Source: an optimization exercise on an open RTL-to-GDS flow (aim: small area). Production flows keep margins and buffers that such runs may drop. Where RTL was checked, it was by simulation tests only, not by an equivalence proof against the original. For run 3, only the layout was checked, not whether the RTL still works. Power and IR drop assume default switching activity.

==> flow/design.v (outline; a module is shown in full before it is edited, if it fits) <==
// module ALU: 82 lines
// module CCR: 29 lines
// module CU: 510 lines
// module EX_MEM_Reg: 73 lines
// module Hazard_Unit: 58 lines
// module ID_EX_Reg: 134 lines
// module IF_ID_Reg: 30 lines
// module MEM_WB_Reg: 52 lines
// module Register_file: 27 lines
// module Register_en: 20 lines
// module adder: 7 lines
// module mux_2x1: 8 lines
// module mux_4x1: 19 lines
// module mux_4x1_2bits: 19 lines
// module pc: 12 lines
// module CPU: 476 lines
module CPU 
(
    input wire CLK,
    input wire RST,
    input wire [ 7 : 0 ] INPUT,
    input wire INTR_in,
    output wire [ 7 : 0 ] imem_addr,
    input wire [ 7 : 0 ] imem_data,
    input wire [ 7 : 0 ] imem_m0,
    input wire [ 7 : 0 ] imem_m1,
    output wire [ 7 : 0 ] dmem_addr,
    output wire [ 7 : 0 ] dmem_wdata,
    output wire dmem_we,
    output wire dmem_re,
    input wire [ 7 : 0 ] dmem_rdata,
    output wire [ 7 : 0 ] OUTPUT
);
  // ...
==> flow/run.sh <==
#!/bin/bash
# synth_recipe.tcl (not shown) runs the flow's synth.tcl, then flattens the netlist and writes it again
# the make line also repeats each setting of config.mk as NAME=value (left out here)
make -C /OpenROAD-flow-scripts/flow DESIGN_CONFIG=/design/flow/config.mk WORK_HOME=/design/flow/orfs CLKGATE_MAP_FILE= SYNTH_SCRIPT=/design/flow/synth_recipe.tcl finish
==> flow/config.mk <==
export PLATFORM = sky130hd
export DESIGN_NAME = CPU
export DESIGN_NICKNAME = CPU
export VERILOG_FILES = /design/flow/design.v
export SDC_FILE = /design/flow/constraint.sdc
export NUM_CORES = 4
export LEC_CHECK = 0
export CAP_MARGIN = 20
export CORE_MARGIN = 2
export CORE_UTILIZATION = 40
export SLEW_MARGIN = 20
==> flow/constraint.sdc <==
create_clock -name core_clock -period 8.0 [get_ports {CLK}]
set_input_delay 1.6000 -clock core_clock [delete_from_list [all_inputs] [get_ports {CLK}]]
set_output_delay 1.6000 -clock core_clock [all_outputs]
set_load 0.01 [all_outputs]
==> impl_metrics.env, run 1 <==
export IMPL_start_kind="input pin"
export IMPL_buf_share_pct=5.51
export IMPL_swShare_pct=36.6
export IMPL_reg2regPathDepth=14
export IMPL_ys_flop_type="dfrtp_1"
export IMPL_dpl_worst_slack_ns=2.14
export IMPL_route_met2_wl_mm=16.8
export IMPL_status="finished clean"
export IMPL_cp_num_cells=15
export IMPL_n_antenna_cell=1
export IMPL_multi_input_cells=829
export IMPL_nNetsFinal=1340
export IMPL_crit_required_ns=8.47
export IMPL_async_reset_ff_share_pct=96.9
export IMPL_rsz0062_at_grt="no"
export IMPL_fin_crit_sh_pct=66.7
export IMPL_netlist_area_mm2=0.0133
export IMPL_intPower_uw=3300
export IMPL_seq_share_pct=42.2
export IMPL_seq_cells=258
export IMPL_rows=66
export IMPL_clkbuf_count=31
export IMPL_design_area_mm2=0.0154
export IMPL_synth_seq_cells=258
export IMPL_synth_adder_area_share_pct=4.58
export IMPL_min_path_type="reg2reg"
export IMPL_die_width_um=187
export IMPL_power_top_group="sequential cells"
export IMPL_fp_dieArea_mm2=0.0348
export IMPL_grt_pass1_vias=9648
export IMPL_vias=9769
export IMPL_grt_pass1_wl_mm=58.7
export IMPL_drtIter0Drc=1055
export IMPL_max_freq_mhz=188
export IMPL_p_leak_uw=0.00638
export IMPL_clk_share_pct=6.32
export IMPL_tritoncts="built"
export IMPL_met3_length_mm=2.17
==> module CPU, before the edit <==
module CPU 
(
    input wire CLK,
    input wire RST,
    input wire [ 7 : 0 ] INPUT,
    input wire INTR_in,
    output wire [ 7 : 0 ] imem_addr,
    input wire [ 7 : 0 ] imem_data,
    input wire [ 7 : 0 ] imem_m0,
    input wire [ 7 : 0 ] imem_m1,
    output wire [ 7 : 0 ] dmem_addr,
    output wire [ 7 : 0 ] dmem_wdata,
    output wire dmem_we,
    output wire dmem_re,
    input wire [ 7 : 0 ] dmem_rdata,
    output wire [ 7 : 0 ] OUTPUT
);
wire [ 7 : 0 ] PC_P_one_internal;  
wire [ 7 : 0 ] M0_internal ;  
wire [ 7 : 0 ] M1_internal;  
wire [ 7 : 0 ] MUX_OUT_OUTPUT_internal;  
wire [ 1 : 0 ] PC_Sel_internal;  
wire [ 7 : 0 ] pc_in_internal;  
wire stall_F_internal;  
wire [ 7 : 0 ] pc_out_internal;  
wire [ 7 : 0 ] RD_IM_internal;  
wire [ 7 : 0 ] pc_out_internal_FD_Stage_output;  
wire [ 7 : 0 ] PC_P_one_internal_FD_Stage_output;  
wire stall_D_internal;  
wire flush_D_internal;  
wire [ 7 : 0 ] RD_IM_internal_FD_Stage_output;
wire [ 3 : 0 ] CCR_OUT_internal;  
wire [ 1 : 0 ] old_rb_internal;  
wire [ 1 : 0 ] MUX_RDATA_Sel_internal;  
wire [ 1 : 0 ] MUX_DMEM_WD_Sel_internal;  
wire [ 1 : 0 ] MUX_DMEM_A_Sel_internal;  
wire MUX_OUT_Sel_internal;  
wire [ 1 : 0 ] ADDR_Sel_internal;  
wire branch_taken_E_internal;  
wire is_2byte_D_internal;  
wire F_Save_internal;  
wire F_Restore_internal;  
wire SP_Sel_internal;  
wire RD2_Sel_internal;  
wire OUT_PORT_sel_internal;  
wire wr_en_dmem_internal;  
wire rd_en_internal;  
wire wr_en_regf_internal;  
wire is_ret_internal;  
wire [ 5 : 0 ] alu_control_internal;  
wire [ 1 : 0 ] ADDER_internal_Regf_Addr_MUX;  
wire [ 7 : 0 ] SP_INC_DEC_internal;  
wire [ 7 : 0 ] RD_IM_internal_MWB_Stage_output;  
wire [ 7 : 0 ] RDATA_internal;  
wire [ 1 : 0 ] MUX_RDATA_Sel_internal_MWB_Stage_output;  
wire [ 7 : 0 ] MUX_SP_OUTPUT_internal;  
wire [ 7 : 0 ] SP_internal;  
wire [ 1 : 0 ] ADDER_internal_MWB_Stage_output;  
wire wr_en_regf_internal_WMB_Stage_output;  
wire [ 7 : 0 ] RD1_internal;  
wire [ 7 : 0 ] RD2_internal;  
wire flush_E_internal;  
wire [ 5 : 0 ] alu_control_internal_DEX_Stage_output;  
wire wr_en_regf_internal_DEX_Stage_output;
wire wr_en_dmem_internal_DEX_Stage_output;
wire rd_en_internal_DEX_Stage_output;
wire RD2_Sel_internal_DEX_Stage_output;
wire [ 7 : 0 ] INPUT_DEX_Stage_output;
wire MUX_OUT_Sel_internal_DEX_Stage_output;
wire [ 1 : 0 ] MUX_DMEM_A_Sel_internal_DEX_Stage_output;
wire [ 1 : 0 ] MUX_DMEM_WD_Sel_internal_DEX_Stage_output;
wire [ 1 : 0 ] MUX_RDATA_Sel_internal_DEX_Stage_output;
wire F_Save_internal_DEX_Stage_output;
wire F_Restore_internal_DEX_Stage_output;
wire branch_taken_E_internal_DEX_Stage_output;
wire OUT_PORT_sel_internal_DEX_Stage_output;
wire [ 7 : 0 ] RD1_internal_DEX_Stage_output;
wire [ 7 : 0 ] RD2_internal_DEX_Stage_output;
wire [ 7 : 0 ] IMM_internal_DEX_Stage_output;
wire [ 7 : 0 ] pc_out_internal_DEX_Stage_output;
wire [ 7 : 0 ] PC_P_one_internal_DEX_Stage_output;
wire [ 1 : 0 ] RA_internal_DEX_Stage_output;
wire [ 1 : 0 ] RB_internal_DEX_Stage_output;
wire [ 1 : 0 ] ADDER_internal_Regf_Addr_MUX_DEX_Stage_output;
wire [ 1 : 0 ] old_rb_internal_DEX_Stage_output;
wire [ 7 : 0 ] INSTR_internal_DEX_Stage_output;
wire [ 7 : 0 ] SP_internal_DEX_Stage_output;
wire [ 7 : 0 ] SP_INC_DEC_internal_DEX_Stage_output;
wire [ 7 : 0 ] MUX_RD2_output;
wire [ 7 : 0 ] ALU_OUT_internal;
wire [ 7 : 0 ] MUX1_ALU_output;
wire [ 7 : 0 ] MUX2_ALU_output;
wire [ 3 : 0 ] Flag_internal; 
wire [ 7 : 0 ] MUX_DMEM_A_out;
wire [ 7 : 0 ] MUX_DMEM_WD_out;
wire wr_en_regf_internal_EXM_Stage_output;
wire rd_en_internal_EXM_Stage_output;
wire OUT_PORT_sel_internal_EXM_Stage_output;
wire is_ret_internal_EXM_Stage_output;
wire branch_taken_E_internal_EXM_Stage_output;
wire MUX_OUT_Sel_internal_EXM_Stage_output;
wire [ 1 : 0 ] MUX_RDATA_Sel_internal_EXM_Stage_output;
wire [ 7 : 0 ] ALU_OUT_internal_EXM_Stage_output;
wire [ 7 : 0 ] RD2_internal_EXM_Stage_output;
wire [ 7 : 0 ] INPUT_EXM_Stage_output;
wire [ 1 : 0 ] RA_internal_EXM_Stage_output;
wire [ 1 : 0 ] RB_internal_EXM_Stage_output;
wire [ 7 : 0 ] INSTR_internal_EXM_Stage_output;
wire [ 7 : 0 ] MUX_DMEM_A_out_EXM_Stage_output;
wire [ 7 : 0 ] MUX_DMEM_WD_out_EXM_Stage_output;
wire [ 1 : 0 ] ADDER_internal_Regf_Addr_MUX_EXM_Stage_output;
wire [ 7 : 0 ] RD_DM_internal;
wire MUX_OUT_Sel_internal_MWB_Stage_output;
wire OUT_PORT_sel_internal_MWB_Stage_output;
wire rd_en_internal_MWB_Stage_output;
wire [ 1 : 0 ] ADDER_internal_Regf_Addr_MUX_MWB_Stage_output;
wire [ 7 : 0 ] RD_DM_internal_MWB_Stage_output;
wire [ 7 : 0 ] ALU_OUT_internal_MWB_Stage_output;
wire [ 7 : 0 ] INSTR_internal_MWB_Stage_output;
wire [ 7 : 0 ] RD2_internal_MWB_Stage_output;
wire [ 7 : 0 ] INPUT_MWB_Stage_output;
assign ADDER_internal_MWB_Stage_output = ADDER_internal_Regf_Addr_MUX_MWB_Stage_output;
assign RD_IM_internal_MWB_Stage_output = INSTR_internal_MWB_Stage_output;
wire [ 1 : 0 ] forward_a_E_internal;
wire [ 1 : 0 ] forward_b_E_internal;
mux_4x1 MUX_PC 
(
.i0( PC_P_one_internal ),    
.i1( M0_internal ),   
.i2( M1_internal ),   
.i3( MUX_OUT_OUTPUT_internal ),    
.s0( PC_Sel_internal[0] ),
.s1( PC_Sel_internal[1] ),
.out( pc_in_internal )
);
pc PC
(
.clk( CLK ),
.enable( stall_F_internal ), 
.pc_in( pc_in_internal ),
.pc_out( pc_out_internal )
);
adder PC_adder
(
.a( pc_out_internal ),
.b( 8'b00000001 ),     
.sum( PC_P_one_internal ) 
);
assign imem_addr = pc_out_internal;
assign RD_IM_internal = imem_data;
assign M0_internal = imem_m0;
assign M1_internal = imem_m1;
IF_ID_Reg Fetch_Decode_Register
(
.clk( CLK ),
.reset( RST ),
.stall_D( stall_D_internal ),   
.flush_D( flush_D_internal ),  
.instr_in( RD_IM_internal ),     
.pc_reg_in( pc_out_internal ),     
.pc_plus_1_in( PC_P_one_internal ), 
.instr_out( RD_IM_internal_FD_Stage_output ),
.pc_reg_out( pc_out_internal_FD_Stage_output ),
.pc_plus_1_out( PC_P_one_internal_FD_Stage_output )
);
CU Control_unit 
(
.clk( CLK ),
.rst( RST ), 
.opcode( RD_IM_internal_FD_Stage_output ),      
.flags( CCR_OUT_internal ),             
.INTR_in( INTR_in ), 
.old_rb( old_rb_internal ),
.MUX_RDATA_Sel( MUX_RDATA_Sel_internal ),
.MUX_DMEM_WD_Sel( MUX_DMEM_WD_Sel_internal ),
.MUX_DMEM_A_Sel( MUX_DMEM_A_Sel_internal ),
.MUX_OUT_Sel( MUX_OUT_Sel_internal ),
.PC_Sel( PC_Sel_internal ),
.ADDR_Sel( ADDR_Sel_internal ),
.branch_taken_E( branch_taken_E_internal ),
.is_2byte_D( is_2byte_D_internal ),
.F_Save( F_Save_internal ),
.F_Restore( F_Restore_internal ),
.SP_Sel( SP_Sel_internal ),
.RD2_Sel(RD2_Sel_internal),
.OUT_PORT_sel( OUT_PORT_sel_internal ),
.wr_en_dmem( wr_en_dmem_internal ),
.rd_en( rd_en_internal ),
.wr_en_regf( wr_en_regf_internal ),
.is_ret( is_ret_internal ),
.alu_control( alu_control_internal )
);
mux_4x1_2bits Regf_Addr_MUX
(
.i0( RD_IM_internal_FD_Stage_output [ 1 : 0 ] ),    
.i1( RD_IM_internal_FD_Stage_output [ 2 : 1 ] ),   
.i2( 2'd3 ),   
.i3( old_rb_internal ),    
.s0( ADDR_Sel_internal[ 0 ] ),
.s1( ADDR_Sel_internal[ 1 ] ),
.out( ADDER_internal_Regf_Addr_MUX )
);
mux_4x1 MUX_RDATA
(
.i0( SP_INC_DEC_internal ),    
.i1( INPUT ),   
.i2( MUX_OUT_OUTPUT_internal ),   
.i3( RD_IM_internal_MWB_Stage_output ),    
.s0( MUX_RDATA_Sel_internal_MWB_Stage_output [ 0 ] ),
.s1( MUX_RDATA_Sel_internal_MWB_Stage_output[ 1 ] ),
.out( RDATA_internal )
);
 mux_2x1 MUS_SP
 (
.i0( 8'hff ),    
.i1( 8'h01 ),   
.s( SP_Sel_internal ),    
.out( MUX_SP_OUTPUT_internal )    
);
adder SP_ADD_SUB 
(
.a( SP_internal ),
.b( MUX_SP_OUTPUT_internal ),     
.sum( SP_INC_DEC_internal ) 
);
Register_file Reg_file 
(
.clk( CLK ),
.rst( RST ),
.RA( RD_IM_internal_FD_Stage_output [ 3 : 2 ] ),      
.RB( RD_IM_internal_FD_Stage_output [ 1 : 0 ] ),      
.ADDER( ADDER_internal_MWB_Stage_output ),      
.RDATA( RDATA_internal ),
.wr_en( wr_en_regf_internal_WMB_Stage_output ),
.RD1( RD1_internal ),
.RD2( RD2_internal ),
.SP( SP_internal )
);
ID_EX_Reg Decode_Execute_Register 
(
.clk( CLK ),
.reset( RST ),
.flush_E( flush_E_internal ),          
.alu_control( alu_control_internal ), 
.wr_en_regf( wr_en_regf_internal ),     
.wr_en_dmem( wr_en_dmem_internal ),     
.rd_en( rd_en_internal ),          
.rd2_sel( RD2_Sel_internal ),        
.mux_out_sel( MUX_OUT_Sel_internal ),    
.mux_dmem_a_sel( MUX_DMEM_A_Sel_internal ), 
.mux_dmem_wd_sel( MUX_DMEM_WD_Sel_internal ),
.mux_rdata_sel( MUX_RDATA_Sel_internal ),  
.f_save( F_Save_internal ),         
.f_restore( F_Restore_internal ),      
.is_ret( is_ret_internal ),         
.branch_taken_E( branch_taken_E_internal ),  
.out_port_sel( OUT_PORT_sel_internal ), 
.RD1( RD1_internal ), 
.RD2( RD2_internal ), 
.imm( RD_IM_internal_FD_Stage_output ),       
.pc_reg( pc_out_internal_FD_Stage_output ),    
.pc_plus_1( PC_P_one_internal_FD_Stage_output ), 
.RA( RD_IM_internal_FD_Stage_output [ 3 : 2 ] ),        
.RB( RD_IM_internal_FD_Stage_output [ 1 : 0 ] ),        
.ADDER( ADDER_internal_Regf_Addr_MUX ),        
.old_rb( old_rb_internal ),
.instr_in( RD_IM_internal_FD_Stage_output ),  
.sp( SP_internal ),       
.sp_plus_1_or_2( SP_INC_DEC_internal ),
.IN_PORT( INPUT ),
.alu_control_E( alu_control_internal_DEX_Stage_output ),
.wr_en_regf_E( wr_en_regf_internal_DEX_Stage_output ),
.wr_en_dmem_E( wr_en_dmem_internal_DEX_Stage_output ), 
.rd_en_E( rd_en_internal_DEX_Stage_output ),
.rd2_sel_E( RD2_Sel_internal_DEX_Stage_output ),
.mux_out_sel_E( MUX_OUT_Sel_internal_DEX_Stage_output ),
.mux_dmem_a_sel_E( MUX_DMEM_A_Sel_internal_DEX_Stage_output ),
.mux_dmem_wd_sel_E( MUX_DMEM_WD_Sel_internal_DEX_Stage_output ),
.mux_rdata_sel_E( MUX_RDATA_Sel_internal_DEX_Stage_output ),
.f_save_E( F_Save_internal_DEX_Stage_output ),
.f_restore_E( F_Restore_internal_DEX_Stage_output ), 
.is_ret_E( is_ret_internal_DEX_Stage_output ),
.branch_taken_E_out( branch_taken_E_internal_DEX_Stage_output ), 
.out_port_sel_E( OUT_PORT_sel_internal_DEX_Stage_output ),
.RD1_E( RD1_internal_DEX_Stage_output ), 
.RD2_E( RD2_internal_DEX_Stage_output ), 
.imm_E( IMM_internal_DEX_Stage_output ),
.pc_reg_E( pc_out_internal_DEX_Stage_output ),
.pc_plus_1_E( PC_P_one_internal_DEX_Stage_output ),
.RA_E( RA_internal_DEX_Stage_output ), 
.RB_E( RB_internal_DEX_Stage_output ), 
.ADDER_E( ADDER_internal_Regf_Addr_MUX_DEX_Stage_output ),
.old_rb_E( old_rb_internal_DEX_Stage_output ),
.instr_out( INSTR_internal_DEX_Stage_output ),
.sp_E( SP_internal_DEX_Stage_output ), 
.sp_plus_1_or_2_E( SP_INC_DEC_internal_DEX_Stage_output ),
.IN_PORT_E( INPUT_DEX_Stage_output )
);
mux_2x1 MUX_RD2
(
.i0( RD2_internal_DEX_Stage_output ),    
.i1( { 6'b0 , old_rb_internal_DEX_Stage_output } ),   
.s( RD2_Sel_internal_DEX_Stage_output ),    
.out( MUX_RD2_output )    
);
mux_4x1 MUX1_ALU 
(
.i0( RD1_internal_DEX_Stage_output ),    
.i1( MUX_OUT_OUTPUT_internal ),   
.i2( ALU_OUT_internal_EXM_Stage_output ),   
.i3( 8'b0 ),    
.s0( forward_a_E_internal [ 0 ] ),
.s1( forward_a_E_internal [ 1 ] ),
.out( MUX1_ALU_output )
);
mux_4x1 MUX2_ALU
(
.i0( MUX_RD2_output ),    
.i1(  MUX_OUT_OUTPUT_internal  ),   
.i2( ALU_OUT_internal_EXM_Stage_output  ),   
.i3( 8'b0 ),    
.s0( forward_b_E_internal [ 0 ] ),
.s1( forward_b_E_internal [ 1 ] ),
.out( MUX2_ALU_output )
);
ALU ALU1
(
.reset( RST ),
.a( MUX1_ALU_output ),
.b( MUX2_ALU_output ),
.alu_fun( alu_control_internal_DEX_Stage_output ), 
.alu_out( ALU_OUT_internal ),
.flags( Flag_internal )
);
CCR CCR1
(
.CLK( CLK ),
.RST( RST ),
.IN( Flag_internal ),
.F_Save( F_Save_internal_DEX_Stage_output ),
.F_Restore( F_Restore_internal_DEX_Stage_output ),
.OUT( CCR_OUT_internal )
);
mux_4x1 MUX_DMEM_A
(
.i0( ALU_OUT_internal ),    
.i1( SP_internal_DEX_Stage_output ),   
.i2( SP_INC_DEC_internal_DEX_Stage_output ),   
.i3( IMM_internal_DEX_Stage_output ),    
.s0( MUX_DMEM_A_Sel_internal_DEX_Stage_output [ 0 ] ),
.s1( MUX_DMEM_A_Sel_internal_DEX_Stage_output [ 1 ] ),
.out( MUX_DMEM_A_out )
);
mux_4x1 MUX_DMEM_WD
(
.i0( IMM_internal_DEX_Stage_output ),    
.i1( RD2_internal_DEX_Stage_output ),   
.i2( PC_P_one_internal_DEX_Stage_output ),   
.i3( pc_out_internal_DEX_Stage_output ),    
.s0( MUX_DMEM_WD_Sel_internal_DEX_Stage_output[ 0 ] ),
.s1( MUX_DMEM_WD_Sel_internal_DEX_Stage_output[ 1 ] ),
.out( MUX_DMEM_WD_out )
);
EX_MEM_Reg EXecute_Memory_Register
 (
.clk( CLK ), 
.reset( RST ),
.wr_en_regf( wr_en_regf_internal_DEX_Stage_output ),     
.wr_en_dmem( wr_en_dmem_internal_DEX_Stage_output ),     
.rd_en( rd_en_internal_DEX_Stage_output ),          
.out_port_sel( OUT_PORT_sel_internal_DEX_Stage_output ),   
.is_ret( is_ret_internal_DEX_Stage_output ),         
.branch_taken_E( branch_taken_E_internal_DEX_Stage_output ), 
.mux_out_sel( MUX_OUT_Sel_internal_DEX_Stage_output ),   
.mux_rdata_sel( MUX_RDATA_Sel_internal_DEX_Stage_output ),  
.alu_out( ALU_OUT_internal ),    
.RD2( RD2_internal_DEX_Stage_output ),      
.ADDER( ADDER_internal_Regf_Addr_MUX_DEX_Stage_output ),      
.IN_PORT( INPUT_DEX_Stage_output ),    
.RA( RA_internal_DEX_Stage_output ),         
.RB( RB_internal_DEX_Stage_output ),         
.instr_in( INSTR_internal_DEX_Stage_output ),   
.MUX_DMEM_1(MUX_DMEM_A_out ),
.MUX_DMEM_2(MUX_DMEM_WD_out ), 
.wr_en_regf_M( wr_en_regf_internal_EXM_Stage_output ), 
.wr_en_dmem_M( wr_en_dmem_internal_EXM_Stage_output ) , 
.rd_en_M( rd_en_internal_EXM_Stage_output ),
.out_port_sel_M( OUT_PORT_sel_internal_EXM_Stage_output ), 
.is_ret_M( is_ret_internal_EXM_Stage_output ), 
.branch_taken_M( branch_taken_E_internal_EXM_Stage_output ),
.mux_out_sel_M( MUX_OUT_Sel_internal_EXM_Stage_output ), 
.mux_rdata_sel_M( MUX_RDATA_Sel_internal_EXM_Stage_output ),
.alu_out_M( ALU_OUT_internal_EXM_Stage_output ),
.RD2_M( RD2_internal_EXM_Stage_output ),
.rd_M( ADDER_internal_Regf_Addr_MUX_EXM_Stage_output ),       
.IN_PORT_M( INPUT_EXM_Stage_output ),
.RA_M( RA_internal_EXM_Stage_output ), 
.RB_M( RB_internal_EXM_Stage_output ),
.instr_M( INSTR_internal_EXM_Stage_output ),
.mem_addr_M( MUX_DMEM_A_out_EXM_Stage_output ), 
.mem_wd_M( MUX_DMEM_WD_out_EXM_Stage_output )    
);
assign dmem_addr = MUX_DMEM_A_out_EXM_Stage_output;
assign dmem_wdata = MUX_DMEM_WD_out_EXM_Stage_output;
assign dmem_we = wr_en_dmem_internal_EXM_Stage_output;
assign dmem_re = rd_en_internal_EXM_Stage_output;
assign RD_DM_internal = dmem_rdata;
 MEM_WB_Reg Memory_WriteBack_Register
 (
.clk( CLK ), 
.reset( RST ),
.wr_en_regf_M( wr_en_regf_internal_EXM_Stage_output ),    
.mux_out_sel_M( MUX_OUT_Sel_internal_EXM_Stage_output ),   
.mux_rdata_sel_M( MUX_RDATA_Sel_internal_EXM_Stage_output ), 
.out_port_sel_M( OUT_PORT_sel_internal_EXM_Stage_output ),  
.branch_taken_E( branch_taken_E_internal_EXM_Stage_output ),  
.rd_en_M( rd_en_internal_EXM_Stage_output ),         
.ADDER( ADDER_internal_Regf_Addr_MUX_EXM_Stage_output ),    
.read_data_M( RD_DM_internal ), 
.alu_out_M( ALU_OUT_internal_EXM_Stage_output ),   
.IN_PORT_M( INPUT_EXM_Stage_output ),   
.instr_M( INSTR_internal_EXM_Stage_output ),     
.RD2_M( RD2_internal_EXM_Stage_output ),      
.wr_en_regf_W( wr_en_regf_internal_WMB_Stage_output ), 
.mux_out_sel_W( MUX_OUT_Sel_internal_MWB_Stage_output ),
.mux_rdata_sel_W(MUX_RDATA_Sel_internal_MWB_Stage_output),
.out_port_sel_W(OUT_PORT_sel_internal_MWB_Stage_output),
.branch_taken_W(branch_taken_E_internal_MWB_Stage_output), 
.rd_en_W( rd_en_internal_MWB_Stage_output ),
.ADDER_W( ADDER_internal_Regf_Addr_MUX_MWB_Stage_output ),
.read_data_W( RD_DM_internal_MWB_Stage_output ), 
.alu_out_W( ALU_OUT_internal_MWB_Stage_output ), 
.instr_W( INSTR_internal_MWB_Stage_output ), 
.RD2_W( RD2_internal_MWB_Stage_output ),
.IN_PORT_W( INPUT_MWB_Stage_output )
);
Register_en output_Registered
(
.CLK( CLK ),
.RST( RST ),
.in( RD2_internal_MWB_Stage_output ),
.en( OUT_PORT_sel_internal_MWB_Stage_output ),
.out( OUTPUT )
);
mux_2x1 MUX_RD_IM
 (
.i0( RD_DM_internal_MWB_Stage_output ),    
.i1( ALU_OUT_internal_MWB_Stage_output ),   
.s( MUX_OUT_Sel_internal_MWB_Stage_output ),    
.out( MUX_OUT_OUTPUT_internal )    
);
Hazard_Unit HU
(
.rs_E( RA_internal_DEX_Stage_output ),       
.rt_E( RB_internal_DEX_Stage_output ),       
.rd_M(ADDER_internal_Regf_Addr_MUX_EXM_Stage_output),       
.reg_write_M( wr_en_regf_internal_EXM_Stage_output ),     
.rd_W( ADDER_internal_Regf_Addr_MUX_MWB_Stage_output ),       
.reg_write_W( wr_en_regf_internal_WMB_Stage_output ),      
.rs_D( RD_IM_internal_FD_Stage_output[ 3 : 2 ] ),       
.rt_D( RD_IM_internal_FD_Stage_output[ 1 : 0 ] ),       
.is_2byte_D( is_2byte_D_internal ),
.rd_E( ADDER_internal_Regf_Addr_MUX_DEX_Stage_output ),       
.mem_read_E( rd_en_internal_MWB_Stage_output ),       
.branch_taken_E( branch_taken_E_internal_MWB_Stage_output ),   
.is_ret_D( is_ret_internal ),     
.is_ret_E( is_ret_internal_DEX_Stage_output ),      
.is_ret_M( is_ret_internal_EXM_Stage_output ),       
.forward_a_E( forward_a_E_internal ), 
.forward_b_E( forward_b_E_internal ),
.stall_F( stall_F_internal ),     
.stall_D( stall_D_internal ),      
.flush_E( flush_E_internal ),      
.flush_D( flush_D_internal )    
);
endmodule 
==> inputs of run 2 (changes only) <==
==> flow/design.v (replaced) <==
module CPU
(
    input wire CLK,
    input wire RST,
    input wire [ 7 : 0 ] INPUT,
    input wire INTR_in,
    output wire [ 7 : 0 ] imem_addr,
    input wire [ 7 : 0 ] imem_data,
    input wire [ 7 : 0 ] imem_m0,
    input wire [ 7 : 0 ] imem_m1,
    output wire [ 7 : 0 ] dmem_addr,
    output wire [ 7 : 0 ] dmem_wdata,
    output wire dmem_we,
    output wire dmem_re,
    input wire [ 7 : 0 ] dmem_rdata,
    output wire [ 7 : 0 ] OUTPUT
);
localparam OP_PASS = 4'd0, OP_ADD = 4'd1, OP_SUB = 4'd2, OP_OR  = 4'd3,
           OP_NOT  = 4'd4, OP_NEG = 4'd5, OP_INC = 4'd6, OP_DEC = 4'd7,
           OP_SETC = 4'd8;
localparam AS_INSTR = 2'd0, AS_SP = 2'd1, AS_SP1 = 2'd2;
reg [7:0] pc;                  
reg [7:0] ir_d, pc_d;          
reg       sb;                  
reg [7:0] r0, r1, r2, r3;      
reg [7:0] ea, eb, ec;          
reg [1:0] ra_e, rb_e;
reg       wr_e, we_e, re_e, mo_e, ret_e, br_e, out_e;
reg [3:0] op_e;
reg [1:0] rd_e;
reg [1:0] rs_e;                
reg       apre_e;              
reg       wsel_e;              
reg [7:0] alu_m, addr_m, wd_m;
reg       wr_m, we_m, re_m, mo_m, ret_m, br_m, out_m;
reg [1:0] rs_m, rd_m;
reg [7:0] mo_w, aux_w;
reg       wr_w, out_w, br_w, re_w;
reg [1:0] rs_w, rd_w;
reg [3:0] flg;                 
reg [7:0] outr;
wire [3:0] opc = ir_d[7:4];
wire [1:0] fa  = ir_d[3:2];
wire [1:0] fb  = ir_d[1:0];
reg       d_wr, d_we, d_re, d_mo, d_ret, d_br, d_out, d_apre, d_wsel, d_call;
reg       d_2b, d_intr, d_jmp, d_spinc;
reg [1:0] d_rs, d_rd, d_as;
reg [3:0] d_op;
always @(*) begin
    d_wr = 1'b0; d_we = 1'b0; d_re = 1'b0; d_mo = 1'b0; d_ret = 1'b0;
    d_br = 1'b0; d_out = 1'b0; d_apre = 1'b0; d_wsel = 1'b0; d_call = 1'b0;
    d_2b = 1'b0; d_intr = 1'b0; d_jmp = 1'b0; d_spinc = 1'b0;
    d_rs = 2'b00; d_rd = fb; d_as = AS_INSTR; d_op = OP_PASS;
    if (!sb) begin
        if (INTR_in) begin
            d_intr = 1'b1; d_wr = 1'b1; d_we = 1'b1; d_wsel = 1'b1;
            d_apre = 1'b1; d_as = AS_SP; d_rd = 2'd3;
        end else begin
            case (opc)
                4'd1: begin d_rs = 2'b01; d_wr = 1'b1; end
                4'd2: begin d_op = OP_ADD; d_mo = 1'b1; d_rs = 2'b10; d_wr = 1'b1; end
                4'd3: begin d_op = OP_SUB; d_mo = 1'b1; d_rs = 2'b10; d_wr = 1'b1; end
                4'd4: begin d_mo = 1'b1; d_rs = 2'b10; d_wr = 1'b1; end
                4'd5: begin d_op = OP_OR; d_mo = 1'b1; d_rs = 2'b10; d_wr = 1'b1; end
                4'd6: begin
                    case (fa)
                        2'd0, 2'd1: begin d_mo = 1'b1; d_rd = ir_d[2:1]; d_rs = 2'b10; d_wr = 1'b1; end
                        2'd2: d_op = OP_SETC;
                        default: ;
                    endcase
                end
                4'd7: begin
                    case (fa)
                        2'd0: begin d_apre = 1'b1; d_as = AS_SP; d_we = 1'b1; end
                        2'd1: begin d_spinc = 1'b1; d_apre = 1'b1; d_as = AS_SP1; d_re = 1'b1;
                                    d_wr = 1'b1; d_rd = ir_d[2:1]; end
                        2'd2: d_out = 1'b1;
                        default: begin d_wr = 1'b1; d_rs = 2'b01; d_rd = ir_d[2:1]; end
                    endcase
                end
                4'd8: begin
                    case (fa)
                        2'd0: d_op = OP_NOT;
                        2'd1: d_op = OP_NEG;
                        2'd2: d_op = OP_INC;
                        default: d_op = OP_DEC;
                    endcase
                    d_wr = 1'b1; d_rd = ir_d[2:1]; d_mo = 1'b1; d_rs = 2'b10;
                end
                4'd9: begin
                    if (flg[~fa]) begin d_mo = 1'b1; d_jmp = 1'b1; d_br = 1'b1; end
                end
                4'd10: begin
                    d_rs = 2'b10; d_mo = 1'b1; d_wr = 1'b1;
                    if (flg[3]) begin d_jmp = 1'b1; d_br = 1'b1; end
                end
                4'd11: begin
                    case (fa)
                        2'd0: begin d_mo = 1'b1; d_jmp = 1'b1; d_br = 1'b1; end
                        2'd1: begin d_mo = 1'b1; d_jmp = 1'b1; d_br = 1'b1; d_apre = 1'b1;
                                    d_as = AS_SP; d_wsel = 1'b1; d_call = 1'b1; d_rd = 2'd3;
                                    d_we = 1'b1; d_wr = 1'b1; end
                        default: begin d_apre = 1'b1; d_as = AS_SP1; d_rd = 2'd3; d_re = 1'b1;
                                    d_wr = 1'b1; d_ret = 1'b1; d_spinc = 1'b1; end
                    endcase
                end
                4'd12: d_2b = 1'b1;
                4'd13: begin d_rs = 2'b10; d_rd = ir_d[2:1]; d_re = 1'b1; d_wr = 1'b1; end
                4'd14: d_we = 1'b1;
                default: ;
            endcase
        end
    end else begin
        case (ec[3:2])
            2'd0: begin d_rs = 2'b11; d_mo = 1'b1; d_rd = ec[1:0]; d_wr = 1'b1; end
            2'd1: begin d_rs = 2'b10; d_apre = 1'b1; d_rd = ec[1:0]; d_re = 1'b1; d_wr = 1'b1; end
            2'd2: begin d_apre = 1'b1; d_we = 1'b1; end
            default: ;
        endcase
    end
end
wire ret_h   = d_ret | ret_e | ret_m;
wire lu      = re_w & ((rd_e == fa) | (rd_e == fb));
wire lu_stall = ~br_w & ~d_2b & lu;
wire pc_hold = ret_h | lu_stall;
wire flush_d = ret_h | br_w;
wire hold_d  = ~ret_h & lu_stall;
wire flush_e = ~ret_h & (br_w | d_2b | lu);
reg [7:0] rd1, rd2;
always @(*) begin
    case (fa) 2'd0: rd1 = r0; 2'd1: rd1 = r1; 2'd2: rd1 = r2; default: rd1 = r3; endcase
    case (fb) 2'd0: rd2 = r0; 2'd1: rd2 = r1; 2'd2: rd2 = r2; default: rd2 = r3; endcase
end
wire [7:0] spid = d_spinc ? r3 + 8'd1 : r3 - 8'd1;
wire [7:0] pc_inc = pc + 8'd1;
always @(posedge CLK) begin
    if (!RST)
        pc <= imem_m0;
    else if (!pc_hold)
        pc <= d_intr ? imem_m1 : d_jmp ? mo_w : pc_inc;
end
assign imem_addr = pc;
always @(posedge CLK or negedge RST) begin
    if (!RST) begin
        ir_d <= 8'h00; pc_d <= 8'h00; sb <= 1'b0;
    end else begin
        sb <= d_2b;
        if (flush_d) begin
            ir_d <= 8'h00; pc_d <= 8'h00;
        end else if (!hold_d) begin
            ir_d <= imem_data; pc_d <= pc;
        end
    end
end
always @(posedge CLK or negedge RST) begin
    if (!RST) begin
        wr_e <= 1'b0; we_e <= 1'b0; re_e <= 1'b0; mo_e <= 1'b0; ret_e <= 1'b0;
        br_e <= 1'b0; out_e <= 1'b0; op_e <= OP_PASS; rd_e <= 2'd0;
    end else if (flush_e) begin
        wr_e <= 1'b0; we_e <= 1'b0; re_e <= 1'b0; mo_e <= 1'b0; ret_e <= 1'b0;
        br_e <= 1'b0; out_e <= 1'b0; op_e <= OP_PASS; rd_e <= 2'd0;
    end else begin
        wr_e <= d_wr; we_e <= d_we; re_e <= d_re; mo_e <= d_mo; ret_e <= d_ret;
        br_e <= d_br; out_e <= d_out; op_e <= d_op; rd_e <= d_rd;
    end
end
always @(posedge CLK) begin
    ea <= d_wsel ? pc_d + {7'd0, d_call} : rd1;
    eb <= rd2;
    ec <= (d_as == AS_SP) ? r3 : (d_as == AS_SP1) ? spid : ir_d;
    ra_e <= fa; rb_e <= fb;
    rs_e <= d_rs; apre_e <= d_apre; wsel_e <= d_wsel;
end
wire fa_m = wr_m & (rd_m == ra_e);
wire fa_w = wr_w & (rd_w == ra_e);
wire fb_m = wr_m & (rd_m == rb_e);
wire fb_w = wr_w & (rd_w == rb_e);
wire [7:0] A = fa_m ? alu_m : fa_w ? mo_w : ea;
wire [7:0] B = fb_m ? alu_m : fb_w ? mo_w : eb;
reg        use_a, inv_b, cin, dec, is_or, zn, cv, setc;
always @(*) begin
    use_a = 1'b0; inv_b = 1'b0; cin = 1'b0; dec = 1'b0; is_or = 1'b0;
    zn = 1'b1; cv = 1'b0; setc = 1'b0;
    case (op_e)
        OP_ADD:  begin use_a = 1'b1; cv = 1'b1; end
        OP_SUB:  begin use_a = 1'b1; inv_b = 1'b1; cin = 1'b1; cv = 1'b1; end
        OP_OR:   is_or = 1'b1;
        OP_NOT:  inv_b = 1'b1;
        OP_NEG:  begin inv_b = 1'b1; cin = 1'b1; end
        OP_INC:  cin = 1'b1;
        OP_DEC:  dec = 1'b1;
        OP_SETC: begin zn = 1'b0; setc = 1'b1; end
        default: zn = 1'b0;
    endcase
end
wire [7:0] P = use_a ? A : {8{dec}};
wire [7:0] Q = inv_b ? ~B : B;
wire [8:0] S = {P[7], P} + {Q[7], Q} + {8'd0, cin};
wire [7:0] alu = is_or ? (A | B) : S[7:0];
wire       f_z = zn & ~|alu;
wire       f_n = zn & alu[7];
wire       f_v = cv & (P[7] == Q[7]) & (S[7] != P[7]);
wire       f_c = (cv & S[8]) | setc;
wire [7:0] addr_e = apre_e ? ec : alu;
wire [7:0] wd_e   = wsel_e ? ea : (rs_e == 2'b11) ? ec : eb;
always @(posedge CLK) flg <= {f_v, f_c, f_n, f_z};
always @(posedge CLK or negedge RST) begin
    if (!RST) begin
        wr_m <= 1'b0; we_m <= 1'b0; re_m <= 1'b0; mo_m <= 1'b0; ret_m <= 1'b0;
        br_m <= 1'b0; out_m <= 1'b0;
    end else begin
        wr_m <= wr_e; we_m <= we_e; re_m <= re_e; mo_m <= mo_e; ret_m <= ret_e;
        br_m <= br_e; out_m <= out_e;
    end
end
always @(posedge CLK) begin
    alu_m <= alu; addr_m <= addr_e; wd_m <= wd_e; rs_m <= rs_e; rd_m <= rd_e;
end
assign dmem_addr  = addr_m;
assign dmem_wdata = wd_m;
assign dmem_we    = we_m;
assign dmem_re    = re_m;
always @(posedge CLK or negedge RST) begin
    if (!RST) begin
        wr_w <= 1'b0; out_w <= 1'b0; br_w <= 1'b0; re_w <= 1'b0;
    end else begin
        wr_w <= wr_m; out_w <= out_m; br_w <= br_m; re_w <= re_m;
    end
end
always @(posedge CLK) begin
    mo_w <= mo_m ? alu_m : dmem_rdata;
    aux_w <= wd_m; rs_w <= rs_m; rd_w <= rd_m;
end
reg [7:0] wdata;
always @(*) begin
    case (rs_w)
        2'b00: wdata = spid;
        2'b01: wdata = INPUT;
        2'b10: wdata = mo_w;
        default: wdata = aux_w;
    endcase
end
always @(posedge CLK or negedge RST) begin
    if (!RST) begin
        r0 <= 8'd0; r1 <= 8'd0; r2 <= 8'd0; r3 <= 8'd255;
    end else if (wr_w) begin
        case (rd_w)
            2'd0: r0 <= wdata;
            2'd1: r1 <= wdata;
            2'd2: r2 <= wdata;
            default: r3 <= wdata;
        endcase
    end
end
always @(posedge CLK or negedge RST) begin
    if (!RST) outr <= 8'd0;
    else if (out_w) outr <= aux_w;
end
assign OUTPUT = outr;
endmodule
==> run 2 against run 1 <==
  * Synthesized cell count shrank 27%
  * Final cell count is 29% lower
  * Register-to-register slack improved by 0.29 ns
  * Via count is 30% lower
  * Maximum frequency is 10% higher
  * Sequential cell count decreased by 85
  * Sequential power down 25%
  * Critical path depth decreased by 4
  * Global-route usage up 1.0 points
  * Still clean
  * Count of clock-buffer cells in the layout is 14 lower
  * Setup slack better by 0.49 ns
==> impl_metrics.env, run 2 <==
export IMPL_cts_sinks=173
export IMPL_design_area_mm2=0.0102
export IMPL_drv_cap=0
export IMPL_fin_crit_sh_pct=60.6
export IMPL_vias=6801
export IMPL_fp_dieArea_mm2=0.0228
export IMPL_grt_total_usage_pct=22.6
export IMPL_worstHoldStart="rs_m[0]"
export IMPL_cts_root_buf="clkbuf_16"
export IMPL_start_kind="input pin"
export IMPL_syn_to_final_growth_pct=17.3
export IMPL_post_cts_buffers=0
export IMPL_drtIter0Drc=593
export IMPL_fin_skew_ns=0.0141
export IMPL_p_leak_uw=0.00428
export IMPL_min_period_ns=4.84
export IMPL_gp_congestion=0.905
export IMPL_slew_headroom_pct=31.4
export IMPL_ant_nets=0
export IMPL_avgViaCountPerCell=5.57
export IMPL_syn_avg_cell_area_um2=9.80
export IMPL_yosysMostFrequentCell="nand2_1"
export IMPL_setup_violations=0
export IMPL_async_reset_ff_share_pct=46.8
export IMPL_min_path_type="reg2reg"
export IMPL_synth_edff_count=8
export IMPL_wl_mm=25.0
export IMPL_nNetsFinal=1000
export IMPL_htreeDepth=4
export IMPL_postCtsResizedCells=0
export IMPL_max_freq_mhz=206
export IMPL_status="finished clean"
export IMPL_ys_seq_area_share_pct=45.7
export IMPL_worstSetupEndpointType="flop"
export IMPL_fillers=1967
export IMPL_final_common_cell="nand2_1"
export IMPL_power_density_mw_per_mm2=359
export IMPL_ys_flop_type="dfxtp_1"
export IMPL_reg2reg_from="rd_w[0]"
export IMPL_netlist_area_mm2=0.00866
export IMPL_ys_warn_count=1
export IMPL_slew_viol_final=0
export IMPL_ys_top_cells_by_count="119 x nand2_1, 84 x dfxtp_1, 80 x o21ai_0"
export IMPL_min_delay_path_depth=0
export IMPL_synth_area_leaders="dfrtp_1 21%, dfxtp_1 19%, mux4_2 5.2%"
export IMPL_cp_max_fo=13
export IMPL_rsz0062_at_grt="no"
export IMPL_io_pins=77
export IMPL_grt_pass1_wl_mm=38.2
export IMPL_clock_latency_ns=0.43
export IMPL_cts_buffers=17
export IMPL_final_hold_viol_count=0
export IMPL_crit_required_ns=8.34
export IMPL_ctsHoldBuffers=0
export IMPL_syn_inst=883
export IMPL_routedWlPerCell_um=20.5
export IMPL_path_clk_slew_ns=0.06
export IMPL_crit_start="INTR_in"
export IMPL_fin_setup_tns_ns=0
export IMPL_timing_rr_end="flg[0]"
export IMPL_coreArea_mm2=0.0212
export IMPL_portBuffers=76
export IMPL_place_area_mm2=0.00959
export IMPL_grt_pass1_vias=6464
export IMPL_synth_distinct_cells=70
export IMPL_grt_start_max_net_pins=76
export IMPL_peakVddDrop_v=0.000176
export IMPL_path_class="in2reg"
export IMPL_min_to="rs_w[0]"
export IMPL_r2r_slack_ns=3.43
export IMPL_synth_seq_cells=173
export IMPL_drive_above_1_share_pct=10.8
export IMPL_post_synth_top_area_cell="dfrtp_1"
export IMPL_reg2regPathDepth=15
export IMPL_dp_hpwl_mm=18.5
export IMPL_cts_max_path_buffers=2
export IMPL_mostFrequentLayoutCells="119 x nand2_1, 84 x dfxtp_1, 80 x o21ai_0"
export IMPL_tightest_slew_ns=1.03
export IMPL_drtPass1Iterations=5
export IMPL_synth_nets=951
export IMPL_die_h_um=151
export IMPL_start_util_pct=40.9
export IMPL_die_width_um=151
export IMPL_total_power_uw=3650
export IMPL_yosys_area_top_type_share_pct=21.1
export IMPL_rows=53
export IMPL_tritoncts="built"
export IMPL_n_antenna_cell=0
export IMPL_drc=0
export IMPL_cp_arrival_ns=5.19
export IMPL_antenna_found_initial=1
export IMPL_grt_overflow=0
-- run 2: changes by cell type after synthesis, moves of 22 or more --
| cell | before | now |
|---|---|---|
| nor2_1 | 83 | 54 |
| dfrtp_1 | 242 | 73 |
| nor2b_1 | 55 | 21 |
| mux2_2 | 60 | 27 |
| nand2_1 | 86 | 119 |
| ha_1 | 44 | 22 |
| dfxtp_1 | 0 | 84 |
| a21oi_1 | 71 | 36 |
| o21ai_0 | 58 | 80 |
-- run 2: how the worst max path moves through the flow --
stage / depth (start not counted) / to / slack, ns
after floorplan: 11 / r3[7] / 3.91
after global placement: 11 / r1[7] / 2.88
after detailed placement: 11 / r2[7] / 2.76
after CTS: 11 / r2[7] / 3.19
after global routing: 11 / r3[7] / 2.74
final: 11 / r2[7] / 3.16
-- run 2: metrics by stage --
step	cells	util, %	hold WS, ns	worst slack (ns)
floorplan	883	-	0.310	3.91
global placement	1188	45.3	0.312	2.88
detailed placement	1188	45.3	0.313	2.76
CTS	1220	48.0	0.328	3.19
global route	1220	48.0	0.337	2.74
finish	1220	48.0	0.329	3.16
-- run 2: logic make-up after synthesis --
group,after synthesis,share of synthesized area [%]
AND/OR/NAND/NOR,284,15.5
flip-flops,173,45.7
buffers and inverters,78,3.64
AO/OA/AOI/OAI,207,15.2
adder cells (fa/ha/maj),25,3.87
multiplexers,73,11.7
XOR/XNOR,43,4.35
-- run 2: where the power goes --
part | leakage (uW) | total (uW) | internal (uW) | switching [uW]
Clock | 0.000283 | 796 | 434 | 363
Sequential | 0.00178 | 1460 | 1170 | 286
Combinational | 0.00222 | 1390 | 636 | 755
-- run 2: cell type report --
cell class	instances	area (um^2)	area share [%]
sequential	173	3960	39.0
clock buffer	17	425	4.19
tap	275	344	3.39
clock inverter	15	136	1.34
timing repair buffer	83	811	7.99
multi-input combinational	632	4380	43.2
inverter	25	93.8	0.924
-- run 2: per-layer routing --
layer | global-route usage [%] | share of wire [%] | vias up
li1 | - | - | 3252
met1 | 33.0 | 47 | 3303
met2 | 34.1 | 45 | 224
met3 | 4.55 | 6.3 | 22
met4 | 6.17 | 1.5 | 0
met5 | 0 | 0 | -
-- run 2: critical path, stage by stage --
cell and delay, ns:
clkdlybuf4s50_1 0.47, nor2_1 0.45, nand2b_1 0.44, ha_1 0.41
a21o_1 0.17, a21oi_1 0.25, o21ai_0 0.14, o41ai_1 0.54
xnor2_1 0.13, or3_1 0.39, a31oi_1 0.19
==> inputs of run 3 (changes only) <==
--- a/flow/design.v
+++ b/flow/design.v
@@ -24,31 +24,29 @@
 reg       sb;                  
 reg [7:0] r0, r1, r2, r3;      
 reg [7:0] ea, eb, ec;          
-reg [1:0] ra_e, rb_e;
-reg       wr_e, we_e, re_e, mo_e, ret_e, br_e, out_e;
+reg       wr_e, we_e, re_e, mo_e, br_e;
 reg [3:0] op_e;
 reg [1:0] rd_e;
 reg [1:0] rs_e;                
 reg       apre_e;              
-reg       wsel_e;              
 reg [7:0] alu_m, addr_m, wd_m;
-reg       wr_m, we_m, re_m, mo_m, ret_m, br_m, out_m;
+reg       wr_m, we_m, re_m, mo_m, br_m;
 reg [1:0] rs_m, rd_m;
 reg [7:0] mo_w, aux_w;
-reg       wr_w, out_w, br_w, re_w;
+reg       wr_w, br_w, re_w;
 reg [1:0] rs_w, rd_w;
 reg [3:0] flg;                 
 reg [7:0] outr;
 wire [3:0] opc = ir_d[7:4];
 wire [1:0] fa  = ir_d[3:2];
 wire [1:0] fb  = ir_d[1:0];
-reg       d_wr, d_we, d_re, d_mo, d_ret, d_br, d_out, d_apre, d_wsel, d_call;
+reg       d_wr, d_we, d_re, d_mo, d_ret, d_br, d_apre, d_wsel, d_call, d_st;
 reg       d_2b, d_intr, d_jmp, d_spinc;
 reg [1:0] d_rs, d_rd, d_as;
 reg [3:0] d_op;
 always @(*) begin
     d_wr = 1'b0; d_we = 1'b0; d_re = 1'b0; d_mo = 1'b0; d_ret = 1'b0;
-    d_br = 1'b0; d_out = 1'b0; d_apre = 1'b0; d_wsel = 1'b0; d_call = 1'b0;
+    d_br = 1'b0; d_apre = 1'b0; d_wsel = 1'b0; d_call = 1'b0; d_st = 1'b0;
     d_2b = 1'b0; d_intr = 1'b0; d_jmp = 1'b0; d_spinc = 1'b0;
     d_rs = 2'b00; d_rd = fb; d_as = AS_INSTR; d_op = OP_PASS;
     if (!sb) begin
@@ -71,10 +69,10 @@
                 end
                 4'd7: begin
                     case (fa)
-                        2'd0: begin d_apre = 1'b1; d_as = AS_SP; d_we = 1'b1; end
+                        2'd0: begin d_apre = 1'b1; d_as = AS_SP; d_we = 1'b1; d_st = 1'b1; end
                         2'd1: begin d_spinc = 1'b1; d_apre = 1'b1; d_as = AS_SP1; d_re = 1'b1;
                                     d_wr = 1'b1; d_rd = ir_d[2:1]; end
-                        2'd2: d_out = 1'b1;
+                        2'd2: begin d_re = 1'b1; d_st = 1'b1; end
                         default: begin d_wr = 1'b1; d_rs = 2'b01; d_rd = ir_d[2:1]; end
                     endcase
                 end
@@ -101,12 +99,12 @@
                                     d_as = AS_SP; d_wsel = 1'b1; d_call = 1'b1; d_rd = 2'd3;
                                     d_we = 1'b1; d_wr = 1'b1; end
                         default: begin d_apre = 1'b1; d_as = AS_SP1; d_rd = 2'd3; d_re = 1'b1;
-                                    d_wr = 1'b1; d_ret = 1'b1; d_spinc = 1'b1; end
+                                    d_we = 1'b1; d_wr = 1'b1; d_ret = 1'b1; d_spinc = 1'b1; end
                     endcase
                 end
                 4'd12: d_2b = 1'b1;
                 4'd13: begin d_rs = 2'b10; d_rd = ir_d[2:1]; d_re = 1'b1; d_wr = 1'b1; end
-                4'd14: d_we = 1'b1;
+                4'd14: begin d_we = 1'b1; d_st = 1'b1; end
                 default: ;
             endcase
         end
@@ -114,21 +112,22 @@
         case (ec[3:2])
             2'd0: begin d_rs = 2'b11; d_mo = 1'b1; d_rd = ec[1:0]; d_wr = 1'b1; end
             2'd1: begin d_rs = 2'b10; d_apre = 1'b1; d_rd = ec[1:0]; d_re = 1'b1; d_wr = 1'b1; end
-            2'd2: begin d_apre = 1'b1; d_we = 1'b1; end
+            2'd2: begin d_apre = 1'b1; d_we = 1'b1; d_st = 1'b1; end
             default: ;
         endcase
     end
 end
-wire ret_h   = d_ret | ret_e | ret_m;
-wire lu      = re_w & ((rd_e == fa) | (rd_e == fb));
+wire ret_h   = d_ret | (we_e & re_e) | (we_m & re_m);
+wire lu      = re_w & wr_w & ((rd_e == fa) | (rd_e == fb));
 wire lu_stall = ~br_w & ~d_2b & lu;
 wire pc_hold = ret_h | lu_stall;
 wire flush_d = ret_h | br_w;
 wire hold_d  = ~ret_h & lu_stall;
 wire flush_e = ~ret_h & (br_w | d_2b | lu);
+wire [1:0] xa = d_st ? fb : fa;
 reg [7:0] rd1, rd2;
 always @(*) begin
-    case (fa) 2'd0: rd1 = r0; 2'd1: rd1 = r1; 2'd2: rd1 = r2; default: rd1 = r3; endcase
+    case (xa) 2'd0: rd1 = r0; 2'd1: rd1 = r1; 2'd2: rd1 = r2; default: rd1 = r3; endcase
     case (fb) 2'd0: rd2 = r0; 2'd1: rd2 = r1; 2'd2: rd2 = r2; default: rd2 = r3; endcase
 end
 wire [7:0] spid = d_spinc ? r3 + 8'd1 : r3 - 8'd1;
@@ -154,29 +153,32 @@
 end
 always @(posedge CLK or negedge RST) begin
     if (!RST) begin
-        wr_e <= 1'b0; we_e <= 1'b0; re_e <= 1'b0; mo_e <= 1'b0; ret_e <= 1'b0;
-        br_e <= 1'b0; out_e <= 1'b0; op_e <= OP_PASS; rd_e <= 2'd0;
+        wr_e <= 1'b0; we_e <= 1'b0; re_e <= 1'b0; mo_e <= 1'b0;
+        br_e <= 1'b0; op_e <= OP_PASS; rd_e <= 2'd0;
     end else if (flush_e) begin
-        wr_e <= 1'b0; we_e <= 1'b0; re_e <= 1'b0; mo_e <= 1'b0; ret_e <= 1'b0;
-        br_e <= 1'b0; out_e <= 1'b0; op_e <= OP_PASS; rd_e <= 2'd0;
-    end else begin
-        wr_e <= d_wr; we_e <= d_we; re_e <= d_re; mo_e <= d_mo; ret_e <= d_ret;
-        br_e <= d_br; out_e <= d_out; op_e <= d_op; rd_e <= d_rd;
-    end
-end
-always @(posedge CLK) begin
-    ea <= d_wsel ? pc_d + {7'd0, d_call} : rd1;
-    eb <= rd2;
+        wr_e <= 1'b0; we_e <= 1'b0; re_e <= 1'b0; mo_e <= 1'b0;
+        br_e <= 1'b0; op_e <= OP_PASS; rd_e <= 2'd0;
+    end else begin
+        wr_e <= d_wr; we_e <= d_we; re_e <= d_re; mo_e <= d_mo;
+        br_e <= d_br; op_e <= d_op; rd_e <= d_rd;
+    end
+end
+wire [7:0] alu;
+wire [7:0] mo_nx = mo_m ? alu_m : dmem_rdata;    
+wire fa_m = ~d_st & wr_e & (rd_e == fa);
+wire fa_w = ~d_st & wr_m & (rd_m == fa);
+wire fb_m = wr_e & (rd_e == fb);
+wire fb_w = wr_m & (rd_m == fb);
+wire [7:0] fwd_a = fa_m ? alu : fa_w ? mo_nx : rd1;
+wire [7:0] fwd_b = fb_m ? alu : fb_w ? mo_nx : rd2;
+always @(posedge CLK) begin
+    ea <= d_wsel ? pc_d + {7'd0, d_call} : fwd_a;
+    eb <= fwd_b;
     ec <= (d_as == AS_SP) ? r3 : (d_as == AS_SP1) ? spid : ir_d;
-    ra_e <= fa; rb_e <= fb;
-    rs_e <= d_rs; apre_e <= d_apre; wsel_e <= d_wsel;
-end
-wire fa_m = wr_m & (rd_m == ra_e);
-wire fa_w = wr_w & (rd_w == ra_e);
-wire fb_m = wr_m & (rd_m == rb_e);
-wire fb_w = wr_w & (rd_w == rb_e);
-wire [7:0] A = fa_m ? alu_m : fa_w ? mo_w : ea;
-wire [7:0] B = fb_m ? alu_m : fb_w ? mo_w : eb;
+    rs_e <= d_rs; apre_e <= d_apre;
+end
+wire [7:0] A = ea;
+wire [7:0] B = eb;
 reg        use_a, inv_b, cin, dec, is_or, zn, cv, setc;
 always @(*) begin
     use_a = 1'b0; inv_b = 1'b0; cin = 1'b0; dec = 1'b0; is_or = 1'b0;
@@ -196,21 +198,19 @@
 wire [7:0] P = use_a ? A : {8{dec}};
 wire [7:0] Q = inv_b ? ~B : B;
 wire [8:0] S = {P[7], P} + {Q[7], Q} + {8'd0, cin};
-wire [7:0] alu = is_or ? (A | B) : S[7:0];
+assign alu = is_or ? (A | B) : S[7:0];
 wire       f_z = zn & ~|alu;
 wire       f_n = zn & alu[7];
 wire       f_v = cv & (P[7] == Q[7]) & (S[7] != P[7]);
 wire       f_c = (cv & S[8]) | setc;
 wire [7:0] addr_e = apre_e ? ec : alu;
-wire [7:0] wd_e   = wsel_e ? ea : (rs_e == 2'b11) ? ec : eb;
+wire [7:0] wd_e   = (rs_e == 2'b11) ? ec : ea;
 always @(posedge CLK) flg <= {f_v, f_c, f_n, f_z};
 always @(posedge CLK or negedge RST) begin
     if (!RST) begin
-        wr_m <= 1'b0; we_m <= 1'b0; re_m <= 1'b0; mo_m <= 1'b0; ret_m <= 1'b0;
-        br_m <= 1'b0; out_m <= 1'b0;
-    end else begin
-        wr_m <= wr_e; we_m <= we_e; re_m <= re_e; mo_m <= mo_e; ret_m <= ret_e;
-        br_m <= br_e; out_m <= out_e;
+        wr_m <= 1'b0; we_m <= 1'b0; re_m <= 1'b0; mo_m <= 1'b0; br_m <= 1'b0;
+    end else begin
+        wr_m <= wr_e; we_m <= we_e; re_m <= re_e; mo_m <= mo_e; br_m <= br_e;
     end
 end
 always @(posedge CLK) begin
@@ -218,17 +218,17 @@
 end
 assign dmem_addr  = addr_m;
 assign dmem_wdata = wd_m;
-assign dmem_we    = we_m;
-assign dmem_re    = re_m;
-always @(posedge CLK or negedge RST) begin
-    if (!RST) begin
-        wr_w <= 1'b0; out_w <= 1'b0; br_w <= 1'b0; re_w <= 1'b0;
-    end else begin
-        wr_w <= wr_m; out_w <= out_m; br_w <= br_m; re_w <= re_m;
-    end
-end
-always @(posedge CLK) begin
-    mo_w <= mo_m ? alu_m : dmem_rdata;
+assign dmem_we    = we_m & ~re_m;
+assign dmem_re    = re_m & wr_m;
+always @(posedge CLK or negedge RST) begin
+    if (!RST) begin
+        wr_w <= 1'b0; br_w <= 1'b0; re_w <= 1'b0;
+    end else begin
+        wr_w <= wr_m; br_w <= br_m; re_w <= re_m;
+    end
+end
+always @(posedge CLK) begin
+    mo_w <= mo_nx;
     aux_w <= wd_m; rs_w <= rs_m; rd_w <= rd_m;
 end
 reg [7:0] wdata;
@@ -254,7 +254,7 @@
 end
 always @(posedge CLK or negedge RST) begin
     if (!RST) outr <= 8'd0;
-    else if (out_w) outr <= aux_w;
+    else if (re_w & ~wr_w) outr <= aux_w;
 end
 assign OUTPUT = outr;
 endmodule
==> flow/flow/run.sh (new file) <==
#!/bin/bash
# Own layout flow. Same as the standard flow (standard.sh) except:
#  - synthesis: the standard synthesis script, with only the ABC mapping
#    script replaced by an area-oriented one (flow/area.abc). Registers are
#    mapped before ABC, so they keep the standard names and cell types.
#  - port buffers use sky130_fd_sc_hd__buf_1 (every port still gets one);
#  - clock-tree synthesis uses clkbuf_8 buffers and no dummy loads.
# Each tool's full output stays in orfs/logs/; make's output goes to make.log.
set -euo pipefail
W=$(pwd)
# synthesis script: synth_recipe.tcl with ORFS's synth.tcl swapped for a copy
# whose only change is the ABC script
sed "s|log_cmd abc {\*}\$abc_args|log_cmd abc -script $W/flow/area.abc {*}[lrange \$abc_args 2 end]|" \
  "$FLOW_HOME/scripts/synth.tcl" > "$W/synth_area.tcl"
grep -q "flow/area.abc" "$W/synth_area.tcl"
sed "s|source \$::env(SCRIPTS_DIR)/synth.tcl|source $W/synth_area.tcl|" synth_recipe.tcl > "$W/own_synth.tcl"
grep -q "synth_area.tcl" "$W/own_synth.tcl"
bash standard.sh \
  "SYNTH_SCRIPT=$W/own_synth.tcl" \
  'BUFFER_PORTS_ARGS=-buffer_cell sky130_fd_sc_hd__buf_1' \
  'CTS_ARGS=-sink_clustering_enable -repair_clock_nets -dont_use_dummy_load -buf_list sky130_fd_sc_hd__clkbuf_8' \
  finish > make.log 2>&1
==> flow/flow/area.abc (new file) <==
&get -n
&st
&dch
&nf -R 1000 -p -C 32 -F 8
&put
topo
dnsize -c
==> flow/standard.sh (new file) <==
#!/bin/bash
# synth_recipe.tcl (not shown) runs the flow's synth.tcl, then flattens the netlist and writes it again
# the make line also repeats each setting of config.mk as NAME=value (left out here)
make -C /OpenROAD-flow-scripts/flow DESIGN_CONFIG=/design/flow/config.mk WORK_HOME=/design/flow/orfs CLKGATE_MAP_FILE= SYNTH_SCRIPT=/design/flow/synth_recipe.tcl "${@:-finish}"
removed: flow/run.sh
==> run 3 against run 2 <==
  * First-iteration DRC count up 6.2%
  * Sequential cell count decreased by 10
  * Maximum frequency is 0.84% higher
  * Design area down 16%
  * Global-route usage up 0.12 points
  * Routed wire length decreased by 11%
  * Critical path type is now reg2reg
  * Largest power group unchanged
==> impl_metrics.env, run 3 <==
export IMPL_status="finished clean"
export IMPL_antenna_found_initial=0
export IMPL_path_class="reg2reg"
export IMPL_grt_pass1_vias=6056
export IMPL_cp_max_fo=11
export IMPL_ys_top_cells_by_count="100 x nand2_1, 92 x o21ai_0, 79 x dfxtp_1"
export IMPL_syn_inst=782
export IMPL_io_pins=77
export IMPL_htreeDepth=4
export IMPL_nNetsFinal=963
export IMPL_synth_simple_area_share_pct=12.7
export IMPL_fin_setup_tns_ns=0
export IMPL_portBuffers=76
export IMPL_grt_overflow=0
export IMPL_slew_headroom_pct=34.1
export IMPL_avgViaCountPerCell=5.63
export IMPL_peakVddDrop_v=0.000145
export IMPL_worstSetupEndpointType="flop"
export IMPL_postCtsResizedCells=0
export IMPL_start_util_pct=40.8
export IMPL_cts_max_path_buffers=2
export IMPL_synth_distinct_cells=48
export IMPL_synth_seq_cells=163
export IMPL_slew_viol_final=0
export IMPL_clkPwrFrac_pct=13.8
export IMPL_dp_hpwl_mm=16.9
export IMPL_n_antenna_cell=0
export IMPL_min_period_ns=4.80
export IMPL_swShare_pct=42.6
export IMPL_synth_mux_area_share_pct=5.61
export IMPL_max_freq_mhz=208
export IMPL_fin_skew_ns=0.0208
export IMPL_fin_crit_sh_pct=60.1
export IMPL_ant_nets=0
export IMPL_ctsHoldBuffers=0
export IMPL_p_switching_uw=1400
export IMPL_yosys_area_top_type_share_pct=22.2
export IMPL_r2r_slack_ns=3.20
export IMPL_start_kind="flop"
export IMPL_cts_sinks=163
export IMPL_routedWlPerCell_um=19.9
export IMPL_grt_pass1_wl_mm=34.6
export IMPL_power_density_mw_per_mm2=386
export IMPL_async_reset_ff_share_pct=46.6
export IMPL_synth_xor_area_share_pct=4.46
export IMPL_post_synth_top_area_cell="dfrtp_1"
export IMPL_netlist_area_mm2=0.00766
export IMPL_dpl_worst_slack_ns=2.82
export IMPL_vias=6303
export IMPL_grt_total_usage_pct=22.7
export IMPL_syn_avg_cell_area_um2=9.79
export IMPL_ys_warn_count=1
export IMPL_post_cts_buffers=0
export IMPL_clock_latency_ns=0.46
export IMPL_setup_violations=0
export IMPL_cp_arrival_ns=5.10
export IMPL_synth_compound_area_share_pct=21.7
export IMPL_final_hold_viol_count=0
export IMPL_mostFrequentLayoutCells="100 x nand2_1, 92 x o21ai_0, 79 x dfxtp_1"
export IMPL_syn_to_final_growth_pct=11.8
export IMPL_drv_cap=0
export IMPL_pwr_share_comb_pct=41.8
export IMPL_cts_buffers=17
export IMPL_cts_root_buf="clkbuf_8"
export IMPL_fp_dieArea_mm2=0.0203
export IMPL_drtIter0Drc=630
export IMPL_grt_start_max_net_pins=60
export IMPL_gp_congestion=0.937
export IMPL_drc=0
export IMPL_die_width_um=142
export IMPL_coreArea_mm2=0.0188
export IMPL_tightest_slew_ns=0.985
export IMPL_yosysMostFrequentCell="nand2_1"
export IMPL_rsz0062_at_grt="no"
export IMPL_synth_area_leaders="dfrtp_1 22%, dfxtp_1 21%, o21ai_0 6.0%"
export IMPL_intPower_uw=1890
export IMPL_path_clk_slew_ns=0.08
export IMPL_synth_adder_area_share_pct=5.69
export IMPL_drtPass1Iterations=7
export IMPL_final_common_cell="nand2_1"
export IMPL_synth_nets=858
export IMPL_wl_mm=22.2
export IMPL_drive_above_1_share_pct=4.41
export IMPL_synth_top_family_by_area="compound AO/OA/AOI/OAI gates"
export IMPL_ys_seq_area_share_pct=48.8
export IMPL_p_leak_uw=0.00354
export IMPL_whs_ns=0.332
export IMPL_crit_required_ns=8.30
export IMPL_synth_edff_count=8
export IMPL_total_power_uw=3300
export IMPL_final_core_utilization_pct=45.6
export IMPL_ys_flop_type="dfxtp_1"
export IMPL_fin_ws_ns=3.20
export IMPL_rows=50
export IMPL_die_h_um=142
export IMPL_power_frac_seq_pct=44.4
export IMPL_tritoncts="built"
export IMPL_min_path_type="reg2reg"
## run 3: worst paths after layout
path | startpoint | endpoint | depth (start not counted)
min in group asynchronous | RST | mo_m | 1
hold / removal | rs_m[1] | rs_w[1] | 0
setup / recovery | ir_d[2] | r2[7] | 17
max in group asynchronous | RST | r0[6] | 2
setup reg to reg | ir_d[2] | r2[7] | 17
hold reg to reg | rs_m[1] | rs_w[1] | 0
## run 3: cell families (layout without fill, tap and decap cells)
logic type	Yosys count	in the layout
AO/OA/AOI/OAI	265	265
XOR/XNOR	39	39
adder cells (fa/ha/maj)	33	33
buffers and inverters	22	125
flip-flops	163	163
multiplexers	38	38
AND/OR/NAND/NOR	222	222
## run 3: layout make-up
cell class	instances	area (um^2)
Tap cell	234	293
Sequential cell	163	3730
Fill cell	1832	10200
Inverter	22	82.6
Timing Repair Buffer	86	364
Multi-Input combinational cell	597	3850
Clock buffer	17	234
## run 3: critical path, stage by stage (launching register included)
cell and delay (ns):
dfrtp_1 0.75, clkinv_1 0.43, ha_1 0.34, nor2_1 0.39, nand2_1 0.15, nor2_1 0.20
a31oi_1 0.22, ha_1 0.50, a21oi_1 0.15, nand2_1 0.09, a21o_1 0.19, a21o_1 0.20
a21o_1 0.18, a21oi_1 0.17, xnor2_1 0.16, o21ai_0 0.11, a21oi_1 0.27, o21ai_0 0.13
## run 3: through the flow
step / cells / cell area, um^2
5_1_grt: 1119 / 8560
4_1_cts: 1119 / 8560
2_1_floorplan: 782 / 7660
3_5_place_dp: 1102 / 8320
6_report: 1119 / 8560
3_3_place_gp: 1101 / 8310
## run 3: routing by layer
layer / track usage (%) / wire length, um / up-vias
li1: - / - / 3049
met1: 33.3 / 10600 / 3001
met2: 33.9 / 9770 / 230
met3: 4.44 / 1450 / 23
met4: 6.67 / 392 / 0
met5: 0 / 0 / -
## run 3: power by group through the flow
| stage | clock [uW] | sequential [uW] | combinational [uW] |
|---|---|---|---|
| after floorplan | 0 | 1390 | 940 |
| after global placement | 0 | 1470 | 1350 |
| after detailed placement | 0 | 1480 | 1370 |
| after CTS | 466 | 1460 | 1380 |
| after global routing | 499 | 1510 | 1550 |
| final | 454 | 1460 | 1380 |

afterwards: timing with drivers on the ports:
The flow's constraints put no driver on any port. The routed layouts listed below were extracted and timed again, unchanged, in two steps.
Step 1 (the two cells are an assumption about what drives the block):
set clk [get_ports {CLK}]
set_driving_cell -lib_cell sky130_fd_sc_hd__clkbuf_16 $clk
set_driving_cell -lib_cell sky130_fd_sc_hd__buf_2 [delete_from_list [all_inputs] $clk]
Step 2 moves the port delays by t, midway between the first and last clock arrival at a register: inputs arrive t later, outputs are due t later. That takes back most of the time a late clock gives input paths.
Three values: no drivers, after step 1, after step 2; two values: the first two.
run | t, ns | setup slack, ns | worst register clock-pin slew, ns | worst data-port slew with drivers (ns)
run 1 | 0.607 | 2.667 / 2.671 / 2.064 | 0.07 / 0.07 | 0.05
run 2 | 0.474 | 3.155 / 3.173 / 2.699 | 0.07 / 0.07 | 0.04
run 3 | 0.484 | 3.195 / 3.195 / 2.732 | 0.08 / 0.08 | 0.04
After both steps every run listed still meets setup and hold. The setup slack of run 1, which loses most, moves by +0.004 ns with the drivers and by -0.603 ns with both steps.
